Source: an optimization exercise on an open RTL-to-GDS flow (aim: small area and a short achievable clock period). Production flows keep margins and buffers that such runs may drop. Function not checked in this run: the RTL went through the layout flow alone. Power figures rest on the tool's default switching activity, not on a simulated workload.

==> flow/config.mk <==
export PLATFORM = sky130hd
export DESIGN_NAME = swt16_top
export DESIGN_NICKNAME = swt16_top
export VERILOG_FILES = /design/flow/design.v
export SDC_FILE = /design/flow/constraint.sdc
export NUM_CORES = 4
export LEC_CHECK = 0
export ABC_CLOCK_PERIOD_IN_PS = 5000
export CAP_MARGIN = 20
export CORE_MARGIN = 2
export CORE_UTILIZATION = 60
export SETUP_SLACK_MARGIN = 5
export SLEW_MARGIN = 20
==> flow/constraint.sdc <==
create_clock -name core_clock -period 10.5 [get_ports {clock}]
set_input_delay 2.1000 -clock core_clock [delete_from_list [all_inputs] [get_ports {clock}]]
set_output_delay 2.1000 -clock core_clock [all_outputs]
set_load 0.01 [all_outputs]
==> flow/design.v <==
module mul16lo (input [15:0] a, input [15:0] b, output [15:0] p);
    wire neg0 = b[1];
    wire one0 = b[0] ^ 1'b0;
    wire two0 = (b[1] & ~b[0] & ~1'b0) | (~b[1] & b[0] & 1'b0);
    wire pp0_0 = ((one0 & a[0]) | (two0 & 1'b0)) ^ neg0;
    wire pp0_1 = ((one0 & a[1]) | (two0 & a[0])) ^ neg0;
    wire pp0_2 = ((one0 & a[2]) | (two0 & a[1])) ^ neg0;
    wire pp0_3 = ((one0 & a[3]) | (two0 & a[2])) ^ neg0;
    wire pp0_4 = ((one0 & a[4]) | (two0 & a[3])) ^ neg0;
    wire pp0_5 = ((one0 & a[5]) | (two0 & a[4])) ^ neg0;
    wire pp0_6 = ((one0 & a[6]) | (two0 & a[5])) ^ neg0;
    wire pp0_7 = ((one0 & a[7]) | (two0 & a[6])) ^ neg0;
    wire pp0_8 = ((one0 & a[8]) | (two0 & a[7])) ^ neg0;
    wire pp0_9 = ((one0 & a[9]) | (two0 & a[8])) ^ neg0;
    wire pp0_10 = ((one0 & a[10]) | (two0 & a[9])) ^ neg0;
    wire pp0_11 = ((one0 & a[11]) | (two0 & a[10])) ^ neg0;
    wire pp0_12 = ((one0 & a[12]) | (two0 & a[11])) ^ neg0;
    wire pp0_13 = ((one0 & a[13]) | (two0 & a[12])) ^ neg0;
    wire pp0_14 = ((one0 & a[14]) | (two0 & a[13])) ^ neg0;
    wire pp0_15 = ((one0 & a[15]) | (two0 & a[14])) ^ neg0;
    wire neg1 = b[3];
    wire one1 = b[2] ^ b[1];
    wire two1 = (b[3] & ~b[2] & ~b[1]) | (~b[3] & b[2] & b[1]);
    wire pp1_0 = ((one1 & a[0]) | (two1 & 1'b0)) ^ neg1;
    wire pp1_1 = ((one1 & a[1]) | (two1 & a[0])) ^ neg1;
    wire pp1_2 = ((one1 & a[2]) | (two1 & a[1])) ^ neg1;
    wire pp1_3 = ((one1 & a[3]) | (two1 & a[2])) ^ neg1;
    wire pp1_4 = ((one1 & a[4]) | (two1 & a[3])) ^ neg1;
    wire pp1_5 = ((one1 & a[5]) | (two1 & a[4])) ^ neg1;
    wire pp1_6 = ((one1 & a[6]) | (two1 & a[5])) ^ neg1;
    wire pp1_7 = ((one1 & a[7]) | (two1 & a[6])) ^ neg1;
    wire pp1_8 = ((one1 & a[8]) | (two1 & a[7])) ^ neg1;
    wire pp1_9 = ((one1 & a[9]) | (two1 & a[8])) ^ neg1;
    wire pp1_10 = ((one1 & a[10]) | (two1 & a[9])) ^ neg1;
    wire pp1_11 = ((one1 & a[11]) | (two1 & a[10])) ^ neg1;
    wire pp1_12 = ((one1 & a[12]) | (two1 & a[11])) ^ neg1;
    wire pp1_13 = ((one1 & a[13]) | (two1 & a[12])) ^ neg1;
    wire neg2 = b[5];
    wire one2 = b[4] ^ b[3];
    wire two2 = (b[5] & ~b[4] & ~b[3]) | (~b[5] & b[4] & b[3]);
    wire pp2_0 = ((one2 & a[0]) | (two2 & 1'b0)) ^ neg2;
    wire pp2_1 = ((one2 & a[1]) | (two2 & a[0])) ^ neg2;
    wire pp2_2 = ((one2 & a[2]) | (two2 & a[1])) ^ neg2;
    wire pp2_3 = ((one2 & a[3]) | (two2 & a[2])) ^ neg2;
    wire pp2_4 = ((one2 & a[4]) | (two2 & a[3])) ^ neg2;
    wire pp2_5 = ((one2 & a[5]) | (two2 & a[4])) ^ neg2;
    wire pp2_6 = ((one2 & a[6]) | (two2 & a[5])) ^ neg2;
    wire pp2_7 = ((one2 & a[7]) | (two2 & a[6])) ^ neg2;
    wire pp2_8 = ((one2 & a[8]) | (two2 & a[7])) ^ neg2;
    wire pp2_9 = ((one2 & a[9]) | (two2 & a[8])) ^ neg2;
    wire pp2_10 = ((one2 & a[10]) | (two2 & a[9])) ^ neg2;
    wire pp2_11 = ((one2 & a[11]) | (two2 & a[10])) ^ neg2;
    wire neg3 = b[7];
    wire one3 = b[6] ^ b[5];
    wire two3 = (b[7] & ~b[6] & ~b[5]) | (~b[7] & b[6] & b[5]);
    wire pp3_0 = ((one3 & a[0]) | (two3 & 1'b0)) ^ neg3;
    wire pp3_1 = ((one3 & a[1]) | (two3 & a[0])) ^ neg3;
    wire pp3_2 = ((one3 & a[2]) | (two3 & a[1])) ^ neg3;
    wire pp3_3 = ((one3 & a[3]) | (two3 & a[2])) ^ neg3;
    wire pp3_4 = ((one3 & a[4]) | (two3 & a[3])) ^ neg3;
    wire pp3_5 = ((one3 & a[5]) | (two3 & a[4])) ^ neg3;
    wire pp3_6 = ((one3 & a[6]) | (two3 & a[5])) ^ neg3;
    wire pp3_7 = ((one3 & a[7]) | (two3 & a[6])) ^ neg3;
    wire pp3_8 = ((one3 & a[8]) | (two3 & a[7])) ^ neg3;
    wire pp3_9 = ((one3 & a[9]) | (two3 & a[8])) ^ neg3;
    wire neg4 = b[9];
    wire one4 = b[8] ^ b[7];
    wire two4 = (b[9] & ~b[8] & ~b[7]) | (~b[9] & b[8] & b[7]);
    wire pp4_0 = ((one4 & a[0]) | (two4 & 1'b0)) ^ neg4;
    wire pp4_1 = ((one4 & a[1]) | (two4 & a[0])) ^ neg4;
    wire pp4_2 = ((one4 & a[2]) | (two4 & a[1])) ^ neg4;
    wire pp4_3 = ((one4 & a[3]) | (two4 & a[2])) ^ neg4;
    wire pp4_4 = ((one4 & a[4]) | (two4 & a[3])) ^ neg4;
    wire pp4_5 = ((one4 & a[5]) | (two4 & a[4])) ^ neg4;
    wire pp4_6 = ((one4 & a[6]) | (two4 & a[5])) ^ neg4;
    wire pp4_7 = ((one4 & a[7]) | (two4 & a[6])) ^ neg4;
    wire neg5 = b[11];
    wire one5 = b[10] ^ b[9];
    wire two5 = (b[11] & ~b[10] & ~b[9]) | (~b[11] & b[10] & b[9]);
    wire pp5_0 = ((one5 & a[0]) | (two5 & 1'b0)) ^ neg5;
    wire pp5_1 = ((one5 & a[1]) | (two5 & a[0])) ^ neg5;
    wire pp5_2 = ((one5 & a[2]) | (two5 & a[1])) ^ neg5;
    wire pp5_3 = ((one5 & a[3]) | (two5 & a[2])) ^ neg5;
    wire pp5_4 = ((one5 & a[4]) | (two5 & a[3])) ^ neg5;
    wire pp5_5 = ((one5 & a[5]) | (two5 & a[4])) ^ neg5;
    wire neg6 = b[13];
    wire one6 = b[12] ^ b[11];
    wire two6 = (b[13] & ~b[12] & ~b[11]) | (~b[13] & b[12] & b[11]);
    wire pp6_0 = ((one6 & a[0]) | (two6 & 1'b0)) ^ neg6;
    wire pp6_1 = ((one6 & a[1]) | (two6 & a[0])) ^ neg6;
    wire pp6_2 = ((one6 & a[2]) | (two6 & a[1])) ^ neg6;
    wire pp6_3 = ((one6 & a[3]) | (two6 & a[2])) ^ neg6;
    wire neg7 = b[15];
    wire one7 = b[14] ^ b[13];
    wire two7 = (b[15] & ~b[14] & ~b[13]) | (~b[15] & b[14] & b[13]);
    wire pp7_0 = ((one7 & a[0]) | (two7 & 1'b0)) ^ neg7;
    wire pp7_1 = ((one7 & a[1]) | (two7 & a[0])) ^ neg7;
    wire s1 = pp0_10 ^ pp1_8;
    wire c2 = pp0_10 & pp1_8;
    wire s3 = pp0_11 ^ pp1_9;
    wire c4 = pp0_11 & pp1_9;
    wire s5 = pp0_12 ^ pp1_10 ^ pp2_8;
    wire c6 = (pp0_12 & pp1_10) | (pp0_12 & pp2_8) | (pp1_10 & pp2_8);
    wire s7 = pp3_6 ^ pp4_4;
    wire c8 = pp3_6 & pp4_4;
    wire s9 = pp0_13 ^ pp1_11 ^ pp2_9;
    wire c10 = (pp0_13 & pp1_11) | (pp0_13 & pp2_9) | (pp1_11 & pp2_9);
    wire s11 = pp3_7 ^ pp4_5;
    wire c12 = pp3_7 & pp4_5;
    wire s13 = pp0_14 ^ pp1_12 ^ pp2_10;
    wire c14 = (pp0_14 & pp1_12) | (pp0_14 & pp2_10) | (pp1_12 & pp2_10);
    wire s15 = pp3_8 ^ pp4_6 ^ pp5_4;
    wire c16 = (pp3_8 & pp4_6) | (pp3_8 & pp5_4) | (pp4_6 & pp5_4);
    wire s17 = pp6_2 ^ pp7_0;
    wire c18 = pp6_2 & pp7_0;
    wire s19 = pp0_15 ^ pp1_13 ^ pp2_11;
    wire s21 = pp3_9 ^ pp4_7 ^ pp5_5;
    wire s23 = pp6_3 ^ pp7_1;
    wire s25 = pp0_6 ^ pp1_4;
    wire c26 = pp0_6 & pp1_4;
    wire s27 = pp0_7 ^ pp1_5;
    wire c28 = pp0_7 & pp1_5;
    wire s29 = pp0_8 ^ pp1_6 ^ pp2_4;
    wire c30 = (pp0_8 & pp1_6) | (pp0_8 & pp2_4) | (pp1_6 & pp2_4);
    wire s31 = pp3_2 ^ pp4_0;
    wire c32 = pp3_2 & pp4_0;
    wire s33 = pp0_9 ^ pp1_7 ^ pp2_5;
    wire c34 = (pp0_9 & pp1_7) | (pp0_9 & pp2_5) | (pp1_7 & pp2_5);
    wire s35 = pp3_3 ^ pp4_1;
    wire c36 = pp3_3 & pp4_1;
    wire s37 = pp2_6 ^ pp3_4 ^ pp4_2;
    wire c38 = (pp2_6 & pp3_4) | (pp2_6 & pp4_2) | (pp3_4 & pp4_2);
    wire s39 = pp5_0 ^ neg5 ^ s1;
    wire c40 = (pp5_0 & neg5) | (pp5_0 & s1) | (neg5 & s1);
    wire s41 = pp2_7 ^ pp3_5 ^ pp4_3;
    wire c42 = (pp2_7 & pp3_5) | (pp2_7 & pp4_3) | (pp3_5 & pp4_3);
    wire s43 = pp5_1 ^ s3 ^ c2;
    wire c44 = (pp5_1 & s3) | (pp5_1 & c2) | (s3 & c2);
    wire s45 = pp5_2 ^ pp6_0 ^ neg6;
    wire c46 = (pp5_2 & pp6_0) | (pp5_2 & neg6) | (pp6_0 & neg6);
    wire s47 = s5 ^ s7 ^ c4;
    wire c48 = (s5 & s7) | (s5 & c4) | (s7 & c4);
    wire s49 = pp5_3 ^ pp6_1 ^ s9;
    wire c50 = (pp5_3 & pp6_1) | (pp5_3 & s9) | (pp6_1 & s9);
    wire s51 = s11 ^ c6 ^ c8;
    wire c52 = (s11 & c6) | (s11 & c8) | (c6 & c8);
    wire s53 = neg7 ^ s13 ^ s15;
    wire c54 = (neg7 & s13) | (neg7 & s15) | (s13 & s15);
    wire s55 = s17 ^ c10 ^ c12;
    wire c56 = (s17 & c10) | (s17 & c12) | (c10 & c12);
    wire s57 = s19 ^ s21 ^ s23;
    wire s59 = c14 ^ c16 ^ c18;
    wire s61 = pp0_4 ^ pp1_2;
    wire c62 = pp0_4 & pp1_2;
    wire s63 = pp0_5 ^ pp1_3;
    wire c64 = pp0_5 & pp1_3;
    wire s65 = pp2_2 ^ pp3_0 ^ neg3;
    wire c66 = (pp2_2 & pp3_0) | (pp2_2 & neg3) | (pp3_0 & neg3);
    wire s67 = pp2_3 ^ pp3_1 ^ s27;
    wire c68 = (pp2_3 & pp3_1) | (pp2_3 & s27) | (pp3_1 & s27);
    wire s69 = neg4 ^ s29 ^ s31;
    wire c70 = (neg4 & s29) | (neg4 & s31) | (s29 & s31);
    wire s71 = s33 ^ s35 ^ c30;
    wire c72 = (s33 & s35) | (s33 & c30) | (s35 & c30);
    wire s73 = s37 ^ s39 ^ c34;
    wire c74 = (s37 & s39) | (s37 & c34) | (s39 & c34);
    wire s75 = s41 ^ s43 ^ c38;
    wire c76 = (s41 & s43) | (s41 & c38) | (s43 & c38);
    wire s77 = s45 ^ s47 ^ c42;
    wire c78 = (s45 & s47) | (s45 & c42) | (s47 & c42);
    wire s79 = s49 ^ s51 ^ c46;
    wire c80 = (s49 & s51) | (s49 & c46) | (s51 & c46);
    wire s81 = s53 ^ s55 ^ c50;
    wire c82 = (s53 & s55) | (s53 & c50) | (s55 & c50);
    wire s83 = s57 ^ s59 ^ c54;
    wire s85 = pp0_2 ^ pp1_0;
    wire c86 = pp0_2 & pp1_0;
    wire s87 = pp0_3 ^ pp1_1;
    wire c88 = pp0_3 & pp1_1;
    wire s89 = pp2_0 ^ neg2 ^ s61;
    wire c90 = (pp2_0 & neg2) | (pp2_0 & s61) | (neg2 & s61);
    wire s91 = pp2_1 ^ s63 ^ c62;
    wire c92 = (pp2_1 & s63) | (pp2_1 & c62) | (s63 & c62);
    wire s93 = s25 ^ s65 ^ c64;
    wire c94 = (s25 & s65) | (s25 & c64) | (s65 & c64);
    wire s95 = c26 ^ s67 ^ c66;
    wire c96 = (c26 & s67) | (c26 & c66) | (s67 & c66);
    wire s97 = c28 ^ s69 ^ c68;
    wire c98 = (c28 & s69) | (c28 & c68) | (s69 & c68);
    wire s99 = c32 ^ s71 ^ c70;
    wire c100 = (c32 & s71) | (c32 & c70) | (s71 & c70);
    wire s101 = c36 ^ s73 ^ c72;
    wire c102 = (c36 & s73) | (c36 & c72) | (s73 & c72);
    wire s103 = c40 ^ s75 ^ c74;
    wire c104 = (c40 & s75) | (c40 & c74) | (s75 & c74);
    wire s105 = c44 ^ s77 ^ c76;
    wire c106 = (c44 & s77) | (c44 & c76) | (s77 & c76);
    wire s107 = c48 ^ s79 ^ c78;
    wire c108 = (c48 & s79) | (c48 & c78) | (s79 & c78);
    wire s109 = c52 ^ s81 ^ c80;
    wire c110 = (c52 & s81) | (c52 & c80) | (s81 & c80);
    wire s111 = c56 ^ s83 ^ c82;
    wire [15:0] r0 = {s111, s109, s107, s105, s103, s101, s99, s97, s95, s93, s91, s89, s87, neg1, pp0_1, pp0_0};
    wire [15:0] r1 = {c110, c108, c106, c104, c102, c100, c98, c96, c94, c92, c90, c88, c86, s85, 1'b0, neg0};
    assign p = r0 + r1;
endmodule
module swt16_top (
    input             clock,
    input             reset,
    output     [11:0] out_pmem_addr,
    input      [15:0] in_pmem_word,
    output     [11:0] out_dmem_rd_addr,
    input      [15:0] in_dmem_rd_word,
    output     [11:0] out_dmem_wr_addr,
    output     [15:0] out_dmem_wr_word,
    output            out_dmem_write_en,
    output            out_nop_in_WB
);
    reg [11:0] f_pc;         
    reg        f_bub;        
    reg [15:0] f_iw;         
    reg        f_stl;        
    reg [15:0] d_iw;         
    reg [11:0] d_pc;         
    reg        d_cyc;        
    reg        d_flush;
    reg        d_bub;
    reg [3:0]  d_rs2;        
    reg        d_u1, d_u2;   
    reg        p_e1, p_e2;   
    reg        p_z1, p_z2;   
    reg        p_m1, p_m2;   
    reg [15:0] e_a, e_b, e_c;
    reg        e_add, e_neg, e_mul, e_sll, e_srl, e_sra, e_and, e_or, e_xor;
    reg        e_beq, e_bgt, e_blt, e_br1, e_jmp;
    reg        e_ldw, e_ldbs, e_ldbu, e_stw, e_stb, e_wr, e_vex, e_vmem;
    reg [3:0]  e_rd;
    reg        e_flush, e_nop, e_c0;
    reg [15:0] m_res;
    reg [3:0]  m_rd;
    reg        m_wr, m_vmem, m_ldw, m_ldbs, m_ldbu, m_a0, m_nop;
    wire [255:0] rf_flat;
    wire [15:0]  rf_vld;
    wire [15:0] b_eff = e_b ^ {16{e_neg}};
    wire [15:0] sum   = e_a + b_eff + {15'd0, e_neg};
    wire        sum_z = (sum == 16'd0);
    wire        sum_n = sum[15];
    wire c0 = (e_beq & sum_z) | (e_bgt & ~sum_n & ~sum_z) | (e_blt & sum_n);
    wire set_pc   = ~e_flush & (e_jmp | (e_br1 & e_c0));
    wire flush_dx = set_pc;
    wire flush_if = set_pc | (~e_flush & c0);
    wire [15:0] prod;
    mul16lo u_mul (.a(e_a), .b(e_b), .p(prod));
    function [15:0] rev16(input [15:0] x);
        integer k;
        for (k = 0; k < 16; k = k + 1) rev16[k] = x[15-k];
    endfunction
    wire        sh_fill = e_sra & e_a[15];
    wire [15:0] sh_x    = e_sll ? rev16(e_a) : e_a;
    wire        sh_big  = |e_b[15:4];
    wire [31:0] sh_w    = {{16{sh_fill}}, sh_x} >> e_b[3:0];
    wire [15:0] sh_y    = sh_big ? {16{sh_fill}} : sh_w[15:0];
    wire [15:0] sh_res  = e_sll ? rev16(sh_y) : sh_y;
    wire s_add = e_add & ~e_flush & ~e_jmp;
    wire s_mul = e_mul & ~e_flush;
    wire s_shf = (e_sll | e_srl | e_sra) & ~e_flush;
    wire s_and = e_and & ~e_flush;
    wire s_or  = e_or  & ~e_flush;
    wire s_xor = e_xor & ~e_flush;
    wire [15:0] e_res = ({16{s_add}} & sum)
                      | ({16{s_mul}} & prod)
                      | ({16{s_shf}} & sh_res)
                      | ({16{s_and}} & (e_a & e_b))
                      | ({16{s_or}}  & (e_a | e_b))
                      | ({16{s_xor}} & (e_a ^ e_b))
                      | ({16{e_jmp}} & e_c);
    wire        e_ld  = e_ldw | e_ldbs | e_ldbu;
    wire        e_st  = e_stw | e_stb;
    wire [3:0]  e_rdx = e_flush ? 4'd0 : e_rd;
    assign out_dmem_rd_addr  = (~e_flush & e_ld) ? sum[11:0] : 12'd0;
    assign out_dmem_wr_addr  = (~e_flush & e_st) ? sum[11:0] : 12'd0;
    assign out_dmem_wr_word  = e_st ? e_c : 16'd0;
    assign out_dmem_write_en = e_stw & ~e_flush;
    wire        m_ld = m_ldw | m_ldbs | m_ldbu;
    wire [15:0] m_ldval = m_ldw ? in_dmem_rd_word
                        : {{8{m_ldbs & in_dmem_rd_word[7]}},
                           (m_a0 ? in_dmem_rd_word[15:8] : in_dmem_rd_word[7:0])};
    wire [15:0] m_out = m_ld ? m_ldval : m_res;
    assign out_nop_in_WB = m_nop;
    wire [3:0] opc  = d_iw[3:0];
    wire [3:0] f_rd = d_iw[7:4];
    wire [3:0] rs1  = d_iw[11:8];
    wire [3:0] f_hi = d_iw[15:12];
    wire       isU  = (opc == 4'b0001);
    wire       isJ  = (opc == 4'b0010);
    wire       isS  = (opc == 4'b0011);
    wire       isR  = (opc >= 4'b0110) && (opc <= 4'b1110);
    wire [3:0] rs2  = d_rs2;
    reg  [15:0] rf1, rf2;
    reg         rv1, rv2;
    integer k;
    always @(*) begin
        rf1 = 16'd0; rf2 = 16'd0;
        for (k = 1; k < 16; k = k + 1) begin
            rf1 = rf1 | ({16{rs1 == k}} & rf_flat[k*16 +: 16]);
            rf2 = rf2 | ({16{rs2 == k}} & rf_flat[k*16 +: 16]);
        end
        rv1 = |(rf_vld & (16'd1 << rs1));
        rv2 = |(rf_vld & (16'd1 << rs2));
    end
    wire eq1E = e_flush ? p_z1 : p_e1;
    wire eq2E = e_flush ? p_z2 : p_e2;
    wire hitE1 = eq1E & e_vex;
    wire hitE2 = eq2E & e_vex;
    wire hitM1 = p_m1 & m_vmem;
    wire hitM2 = p_m2 & m_vmem;
    wire [15:0] s1 = hitE1 ? e_res : hitM1 ? m_out : rv1 ? rf1 : 16'd0;
    wire [15:0] s2 = hitE2 ? e_res : hitM2 ? m_out : rv2 ? rf2 : 16'd0;
    wire stall1 = eq1E & ~e_vex & ~p_m1 & m_vmem & ~d_cyc & d_u1;
    wire stall2 = eq2E & ~e_vex & ~p_m2 & m_vmem & ~d_cyc & d_u2;
    wire stall  = stall1 | stall2;
    wire kill   = d_flush | stall;
    wire c1 = d_cyc;
    wire u_jal  = isU & (d_iw[11:8] == 4'b0000);
    wire u_inc  = isU & (d_iw[11:8] == 4'b0001);
    wire u_incl = isU & (d_iw[11:8] == 4'b0010);
    wire u_li   = isU & (d_iw[11:8] == 4'b0011);
    wire u_lil  = isU & (d_iw[11:8] == 4'b0100);
    wire u_apci = isU & (d_iw[11:8] == 4'b0101);
    wire s_br   = isS & (d_iw[7:6] == 2'b00);
    wire s_beq  = isS & (d_iw[7:4] == 4'b0000);
    wire s_bne  = isS & (d_iw[7:4] == 4'b0001);
    wire s_bge  = isS & (d_iw[7:4] == 4'b0010);
    wire s_blt  = isS & (d_iw[7:4] == 4'b0011);
    wire s_sth  = isS & (d_iw[7:4] == 4'b0100);
    wire s_sho  = isS & (d_iw[7:4] == 4'b0101);
    wire s_sb   = isS & (d_iw[7:4] == 4'b0110);
    wire s_sbo  = isS & (d_iw[7:4] == 4'b0111);
    wire j_jalr = isJ & (f_hi == 4'b0001);
    wire j_lh   = isJ & (f_hi == 4'b0010);
    wire j_lho  = isJ & (f_hi == 4'b0011);
    wire j_apc  = isJ & (f_hi == 4'b0100);
    wire j_lb   = isJ & (f_hi == 4'b0101);
    wire j_lbo  = isJ & (f_hi == 4'b0110);
    wire j_lbu  = isJ & (f_hi == 4'b0111);
    wire j_lbuo = isJ & (f_hi == 4'b1000);
    wire r_add  = (opc == 4'b0110);
    wire r_sub  = (opc == 4'b0111);
    wire r_mul  = (opc == 4'b1000);
    wire r_sll  = (opc == 4'b1001);
    wire r_srl  = (opc == 4'b1010);
    wire r_sra  = (opc == 4'b1011);
    wire r_and  = (opc == 4'b1100);
    wire r_or   = (opc == 4'b1101);
    wire r_xor  = (opc == 4'b1110);
    wire two    = u_jal | u_inc | u_li | u_apci | s_br | s_sho | s_sbo | j_lho | j_lbo | j_lbuo;
    wire cyc_next = ~kill & ~c1 & two;
    wire o_jal  = u_jal  & c1;
    wire o_inc  = u_inc  & c1;
    wire o_li   = u_li   & c1;
    wire o_apci = u_apci & c1;
    wire o_br0  = s_br   & ~c1;
    wire o_br1  = s_br   & c1;
    wire o_sho  = s_sho  & c1;
    wire o_sbo  = s_sbo  & c1;
    wire o_lho  = j_lho  & c1;
    wire o_lbo  = j_lbo  & c1;
    wire o_lbuo = j_lbuo & c1;
    wire o_ldw  = j_lh | o_lho;
    wire o_ldbs = j_lb | o_lbo;
    wire o_ldbu = j_lbu | o_lbuo;
    wire o_ld   = o_ldw | o_ldbs | o_ldbu;
    wire o_stw  = s_sth | o_sho;
    wire o_stb  = s_sb | o_sbo;
    wire o_jmp  = o_jal | j_jalr;
    wire o_rop  = r_add | r_sub | r_mul | r_sll | r_srl | r_sra | r_and | r_or | r_xor;
    wire o_addu = o_inc | u_incl | o_li | u_lil | o_apci | j_apc;     
    wire o_add  = o_addu | r_add | r_sub | o_br0 | o_br1 | o_stw | o_stb | o_jmp | o_ld;
    wire o_wr   = o_addu | o_rop | o_jmp | o_ld;
    wire o_vex  = o_addu | o_rop;
    wire o_vmem = o_addu | o_rop | o_ld;
    wire a_s1   = o_br0 | o_lho | o_lbo | o_lbuo | j_apc | o_rop;
    wire a_imm  = o_inc | o_br1 | o_sho | o_sbo;
    wire a_immA = u_incl;
    wire a_pc   = o_apci;
    wire b_s2   = o_inc | u_incl | o_br0 | o_stw | o_stb | o_rop;
    wire b_imm  = o_jal | o_li | o_apci | o_lho | o_lbo | o_lbuo;
    wire b_s1   = j_jalr | j_lh | j_lb | j_lbu;
    wire b_immA = u_lil;
    wire b_pc   = o_br1 | j_apc;
    wire c_s1   = o_stw | o_stb;
    wire [3:0]  immA = d_iw[15:12];
    wire [15:0] d_imm = f_bub ? 16'd0 : f_iw;
    wire [11:0] link = c1 ? f_pc : d_pc + 12'd2;
    wire [15:0] a_nx = ({16{a_s1}}   & s1)
                     | ({16{a_imm}}  & d_imm)
                     | ({16{a_immA}} & {{12{immA[3]}}, immA})
                     | ({16{a_pc}}   & {4'd0, d_pc});
    wire [15:0] b_nx = ({16{b_s2}}   & s2)
                     | ({16{b_imm}}  & d_imm)
                     | ({16{b_s1}}   & s1)
                     | ({16{b_immA}} & {12'd0, immA})
                     | ({16{b_pc}}   & {4'd0, d_pc});
    wire [15:0] c_nx = ({16{c_s1}}   & s1)
                     | ({16{o_jmp}}  & {4'd0, link});
    wire [11:0] pc_next = stall ? f_pc : set_pc ? sum[11:0] : f_pc + 12'd2;
    assign out_pmem_addr = pc_next;
    wire [15:0] f_out   = flush_if ? 16'd0 : stall ? f_iw : in_pmem_word;
    wire [15:0] iw_n   = cyc_next ? d_iw : f_out;
    wire [3:0]  rs1_n  = iw_n[11:8];
    wire        isU_n  = (iw_n[3:0] == 4'b0001);
    wire        isR_n  = (iw_n[3:0] >= 4'b0110) && (iw_n[3:0] <= 4'b1110);
    wire        isSR_n = (iw_n[3:0] == 4'b0011) | isR_n;
    wire [3:0]  rs2_n  = isU_n ? iw_n[7:4] : iw_n[15:12];
    always @(posedge clock or posedge reset) begin
        if (reset) begin
            f_pc    <= 12'hFFE;
            f_bub   <= 1'b0;
            f_iw    <= 16'd0;
            f_stl   <= 1'b0;
            d_iw    <= 16'd0;
            d_pc    <= 12'd0;
            d_cyc   <= 1'b0;
            d_flush <= 1'b0;
            d_bub   <= 1'b0;
            d_rs2   <= 4'd0;
            d_u1    <= 1'b0;
            d_u2    <= 1'b0;
            p_e1    <= 1'b1;
            p_e2    <= 1'b1;
            p_z1    <= 1'b1;
            p_z2    <= 1'b1;
            p_m1    <= 1'b1;
            p_m2    <= 1'b1;
        end else begin
            f_pc    <= pc_next;
            f_bub   <= flush_if;
            f_iw    <= in_pmem_word;
            f_stl   <= stall;
            d_iw    <= iw_n;
            d_rs2   <= rs2_n;
            d_u1    <= isSR_n | (iw_n[3:0] == 4'b0010);
            d_u2    <= isSR_n;
            p_e1    <= (rs1_n == f_rd);
            p_e2    <= (rs2_n == f_rd);
            p_z1    <= (rs1_n == 4'd0);
            p_z2    <= (rs2_n == 4'd0);
            p_m1    <= (rs1_n == e_rdx);
            p_m2    <= (rs2_n == e_rdx);
            d_pc    <= (cyc_next | (stall & ~f_stl)) ? d_pc : f_pc;
            d_cyc   <= cyc_next;
            d_flush <= flush_dx;
            d_bub   <= f_bub;
        end
    end
    always @(posedge clock or posedge reset) begin
        if (reset) begin
            e_a <= 16'd0; e_b <= 16'd0; e_c <= 16'd0;
            e_add <= 1'b0; e_neg <= 1'b0; e_mul <= 1'b0; e_sll <= 1'b0; e_srl <= 1'b0;
            e_sra <= 1'b0; e_and <= 1'b0; e_or <= 1'b0; e_xor <= 1'b0;
            e_beq <= 1'b0; e_bgt <= 1'b0; e_blt <= 1'b0; e_br1 <= 1'b0; e_jmp <= 1'b0;
            e_ldw <= 1'b0; e_ldbs <= 1'b0; e_ldbu <= 1'b0; e_stw <= 1'b0; e_stb <= 1'b0;
            e_wr <= 1'b0; e_vex <= 1'b0; e_vmem <= 1'b0;
            e_rd <= 4'd0;
            e_flush <= 1'b0; e_nop <= 1'b1; e_c0 <= 1'b0;
        end else begin
            e_a    <= kill ? 16'd0 : a_nx;
            e_b    <= kill ? 16'd0 : b_nx;
            e_c    <= kill ? 16'd0 : c_nx;
            e_add  <= ~kill & o_add;
            e_neg  <= ~kill & (r_sub | o_br0);
            e_mul  <= ~kill & r_mul;
            e_sll  <= ~kill & r_sll;
            e_srl  <= ~kill & r_srl;
            e_sra  <= ~kill & r_sra;
            e_and  <= ~kill & r_and;
            e_or   <= ~kill & r_or;
            e_xor  <= ~kill & r_xor;
            e_beq  <= ~kill & o_br0 & (s_beq | s_bge);
            e_bgt  <= ~kill & o_br0 & (s_bne | s_bge);
            e_blt  <= ~kill & o_br0 & (s_bne | s_blt);
            e_br1  <= ~kill & o_br1;
            e_jmp  <= ~kill & o_jmp;
            e_ldw  <= ~kill & o_ldw;
            e_ldbs <= ~kill & o_ldbs;
            e_ldbu <= ~kill & o_ldbu;
            e_stw  <= ~kill & o_stw;
            e_stb  <= ~kill & o_stb;
            e_wr   <= ~kill & o_wr;
            e_vex  <= ~kill & o_vex;
            e_vmem <= ~kill & o_vmem;
            e_rd   <= f_rd;
            e_flush <= flush_dx;
            e_nop  <= (d_iw == 16'd0) & ~stall & ~d_flush & ~d_bub & ~d_cyc;
            e_c0   <= ~e_flush & c0;
        end
    end
    always @(posedge clock or posedge reset) begin
        if (reset) begin
            m_res <= 16'd0; m_rd <= 4'd0;
            m_wr <= 1'b0; m_vmem <= 1'b0; m_ldw <= 1'b0; m_ldbs <= 1'b0; m_ldbu <= 1'b0;
            m_a0 <= 1'b0; m_nop <= 1'b1;
        end else begin
            m_res  <= e_res;
            m_rd   <= e_rdx;
            m_wr   <= e_wr & ~e_flush;
            m_vmem <= e_vmem;
            m_ldw  <= e_ldw  & ~e_flush;
            m_ldbs <= e_ldbs & ~e_flush;
            m_ldbu <= e_ldbu & ~e_flush;
            m_a0   <= sum[0];
            m_nop  <= e_nop & ~e_flush;
        end
    end
    assign rf_flat[15:0] = 16'd0;
    assign rf_vld[0] = 1'b0;
    genvar g;
    generate
        for (g = 1; g < 16; g = g + 1) begin : regs
            reg [15:0] q;
            reg        v;
            always @(posedge clock) begin
                if (m_wr && m_rd == g)
                    q <= m_out;
            end
            always @(posedge clock or posedge reset) begin
                if (reset)
                    v <= 1'b0;
                else if (m_wr && m_rd == g)
                    v <= 1'b1;
            end
            assign rf_flat[g*16 +: 16] = q;
            assign rf_vld[g] = v;
        end
    endgenerate
endmodule
==> flow/run.sh <==
#!/bin/bash
# synth_recipe.tcl (not shown) runs the flow's synth.tcl, then flattens the netlist and writes it again
# the make line also repeats each setting of config.mk as NAME=value (left out here)
make -C /OpenROAD-flow-scripts/flow DESIGN_CONFIG=/design/flow/config.mk WORK_HOME=/design/flow/orfs CLKGATE_MAP_FILE= SYNTH_SCRIPT=/design/flow/synth_recipe.tcl finish
==> impl_results.md <==
* Drt pass-1 iters at 10
* Fin. Hold Viols at 0
* Filler cell count at 3234
* Area growth, synth to finish at 17.2%
* Worst skew pair latency at 0.61 ns
* Post-route DRC at 0
* Cells after DPL at approximately 3200
* Met2 wire length at 45700 microns
* Setup TNS at 0 ns
* GPL Wtd Cong at about 1
* MaxCap Viol Count at 0
* Top_reg_cell synth: edfxtp_1
* Die Wd at 215 microns
* Crit path DAT at between 3 and 4 ns
* Vias in the first global route at 23590
* Fmax at 0.180 GHz
* Synth top area share at 27.0%
* CTS tree: done
* Average size of a mapped cell at a little under 10 sq um
* Syn Std Cell Area at 26700 sq um
* Fin cells at 3412
* First-pass GRT wire length at 150000 microns
* Outcome: timing/DRC/antenna clean
* Vias per cell at 7.31
* Total CTS buffers at 45
* Grt total ovfl at 0
* Slew @ Worst Pin at 0.998 ns
* Antenna viol nets, final at 0
* Post-DP Area at 28200 sq um
* Critical path class: reg -> out
* TritonCTS Sinks at roughly 430
* Vias after detailed routing at 24947
* Global-route usage over all layers at 43.2%
* Setup repair after global routing missed its margin: yes
* Clock-pin slew on the worst setup and hold paths at 0.07 ns
* Row cnt at 77
* Critical Path RT at about 8.4 ns
* Min-delay src: e_vmem
* Crit path from: e_b[5]
* Cell Pwr Density at about 330 nW/um^2
* Fin worst setup slack at 4.94 ns
* Die ar. at around 46000 sq um
* IO Port Bufs at 87
* Kind of end point of the critical path: output pin
* Final critical-path share of the clock period at 53.0%
* Asr flop ratio synth at 44.3%
* Initial Util at 60.6%
* VDD IR-drop max at about 0.22 mV
* Post-Syn Instances at 2694
* CP Max Fanout at 12
* Drt total wl at 103000 microns
* Post-place setup slack at roughly 4.3 ns
* Number of diodes at 0
* Hold Crit Class: reg -> reg
* Number of synthesized flops with an enable pin at 240
* Core area at about 44000 sq um
* Root Buffer: clkbuf_16
* Post-detail-place hpwl at 66500 microns
* Wire per inst at 30.3 microns
* Worst r2r src: e_b[2]
* Share of cells above drive strength 1 at 17.0%
* Number of nets in the layout at 2928
* Post-synthesis cell type count at 88
* Met3 WL at around 14000 microns
* P_leak at 0.0120 uW
* Rel. slew slack at 33.5%
* Minimum clock period at 5.56 ns
* Setup Skew at 0.0395 ns
* Largest net degree at the start of global routing at just under 80
* Die H at around 210 microns
* Ports at 88
* Top sig layer: met4
* Crit path launch type: flip-flop
* Largest cells by area after synthesis: edfxtp_1 27%, dfrtp_1 16%, a22oi_1 5.3%
* Seq/Total Area, Yosys at a little under half
* Synth Warn # at 1
* Synth Register Bits at 431
* Routed metal-1 wire length at 36100 microns
* Synth area leader: edfxtp_1
* Final Max Slew Viols at 0
* Clock buffer depth at 3
* Antenna violations before repair at 0
* Drt first-iter violations at around 4700
* Final instance area at 31300 sq um
* Final setup viols at 0
* Synthesized net count at ~2800
* H-tree depth at 2
==> report_power, final <==
part / switching (uW) / internal [uW] / total [uW]
Clock: 697 / 1040 / 1740
Sequential: 451 / 2250 / 2700
Combinational: 3630 / 2130 / 5760
==> layout by cell type, fill, tap and decap left out, types with 43 or more instances in the layout <==
| cell | instances |
|---|---|
| edfxtp_1 | 240 |
| nor2_1 | 218 |
| a22oi_1 | 189 |
| nand2_1 | 175 |
| dfrtp_1 | 155 |
| a21oi_1 | 152 |
| buf_4 | 143 |
| inv_1 | 112 |
| o21ai_0 | 97 |
| nand3_1 | 84 |
| ha_1 | 65 |
| clkdlybuf4s50_1 | 64 |
| a221oi_1 | 61 |
| o22ai_1 | 59 |
| nand2b_1 | 52 |
| clkbuf_16 | 50 |
| xnor2_1 | 45 |
| a222oi_1 | 43 |
==> final timing paths <==
check	slack, ns	end	cells after the start
min in group asynchronous	2.03	m_res[12]	2
worst min register to register	0.34	m_vmem	0
worst max register to register	5.07	e_a[11]	18
worst min-delay path	0.34	m_vmem	0
max in group asynchronous	6.88	e_a[9]	3
worst max-delay path	4.94	out_pmem_addr[9]	12
==> layout make-up <==
type | instances | area [sq um] | share of cell area, %
clock inverters | 22 | 365 | 1.17
inverters | 123 | 493 | 1.58
repair buffers | 255 | 2360 | 7.55
clock buffers | 60 | 1250 | 4.00
repair inverters | 1 | 7.51 | 0.0240
flip-flops and latches | 431 | 12000 | 38.5
well taps | 592 | 741 | 2.37
multi-input cells | 1928 | 14000 | 44.8
==> state kept, by name, indices dropped and copies added (netlist names), 15 cells and up <==
name    count
m_res      16
e_b        16
regs.q    240
e_a        16
e_c        16
regs.v     15
d_iw       16
f_iw       16
==> synth_stat cells (all sizes together), types with 16 or more instances <==
library cell and number:
buf 35, xnor2 49, o22ai 61, o31ai 21, o21ai 115, inv 120, mux2i 35, a221oi 68
mux2 21, and3 27, ha 76, nand2 180, fa 33, a21o 16, nor2 234, o221ai 32
dfstp 19, nand2b 52, a21oi 163, nor2b 34, mux4 16, nand3 85, a222oi 43, xor2 51
a22o 31, nor3 44, a31oi 37, edfxtp 240, a22oi 189, dfrtp 172, clkbuf 178, nand4 19
o211ai 37, or2 18
==> through the flow <==
stage | util (%) | power [uW] | hold WS [ns]
finish | 71.0 | 10200 | 0.343
global route | 71.0 | 10600 | 0.355
CTS | 69.1 | 9690 | 0.337
detailed placement | 64.2 | 7720 | 0.337
global placement | 64.2 | 7630 | 0.335
floorplan | - | 5920 | 0.331
==> layer usage <==
layer,up-vias,track usage (%)
met5,-,0
met4,0,25.2
met3,551,9.87
met2,2176,67.1
met1,11810,56.0
li1,10410,-
==> cell families (layout without fill, tap and decap cells) <==
logic type / count (synthesis) / after routing / share of synthesized area, %
compound gates: 899 / 899 / 24.0
xor+xnor: 100 / 100 / 3.28
fa+ha+maj: 109 / 109 / 6.04
buf+inv: 336 / 461 / 4.79
flops: 431 / 431 / 45.0
mux: 72 / 72 / 3.61
simple gates: 747 / 748 / 13.3
==> timing repair <==
item,CTS,global route
pin swaps,22,27
setup buffers,27,47
hold buffers,0,0
setup endpoints to repair,57,44
gates cloned,3,6
gates resized for setup,107,99
==> critical path, stage by stage, from the launching register on <==
cell and delay (ns):
dfrtp_2 0.44, buf_12 0.17, xor2_1 0.15, ha_2 0.21
a21o_1 0.23, or3_1 0.31, or3_4 0.37, a2111oi_4 0.37
nor3b_2 0.13, nand2_1 0.07, o21ai_0 0.08, a21oi_1 0.19
buf_2 0.17

## afterwards: timing with drivers on the ports
In the flow no input, the clock included, has a driving cell. The finished layout below was timed again as built, in two steps. Step 1: set_driving_cell puts a clkbuf_16 on clock and a buf_2 on each other input, an assumption about the parent block. Step 2 also shifts input and output timing later by t, the mid clock arrival at the registers, as if the neighbouring blocks saw the same clock. Slacks: ideal / step 1 / step 2; pairs: ideal / step 1.
t (ns): 0.655
setup WS [ns]: 4.937 / 4.872 / 5.066
hold slack, ns: 0.343 / 0.343 / 0.343
pins driven straight from the clock port: 1
After both steps this run still meets setup and hold. The setup slack of this run moves by -0.065 ns with the drivers and by +0.129 ns with both steps.
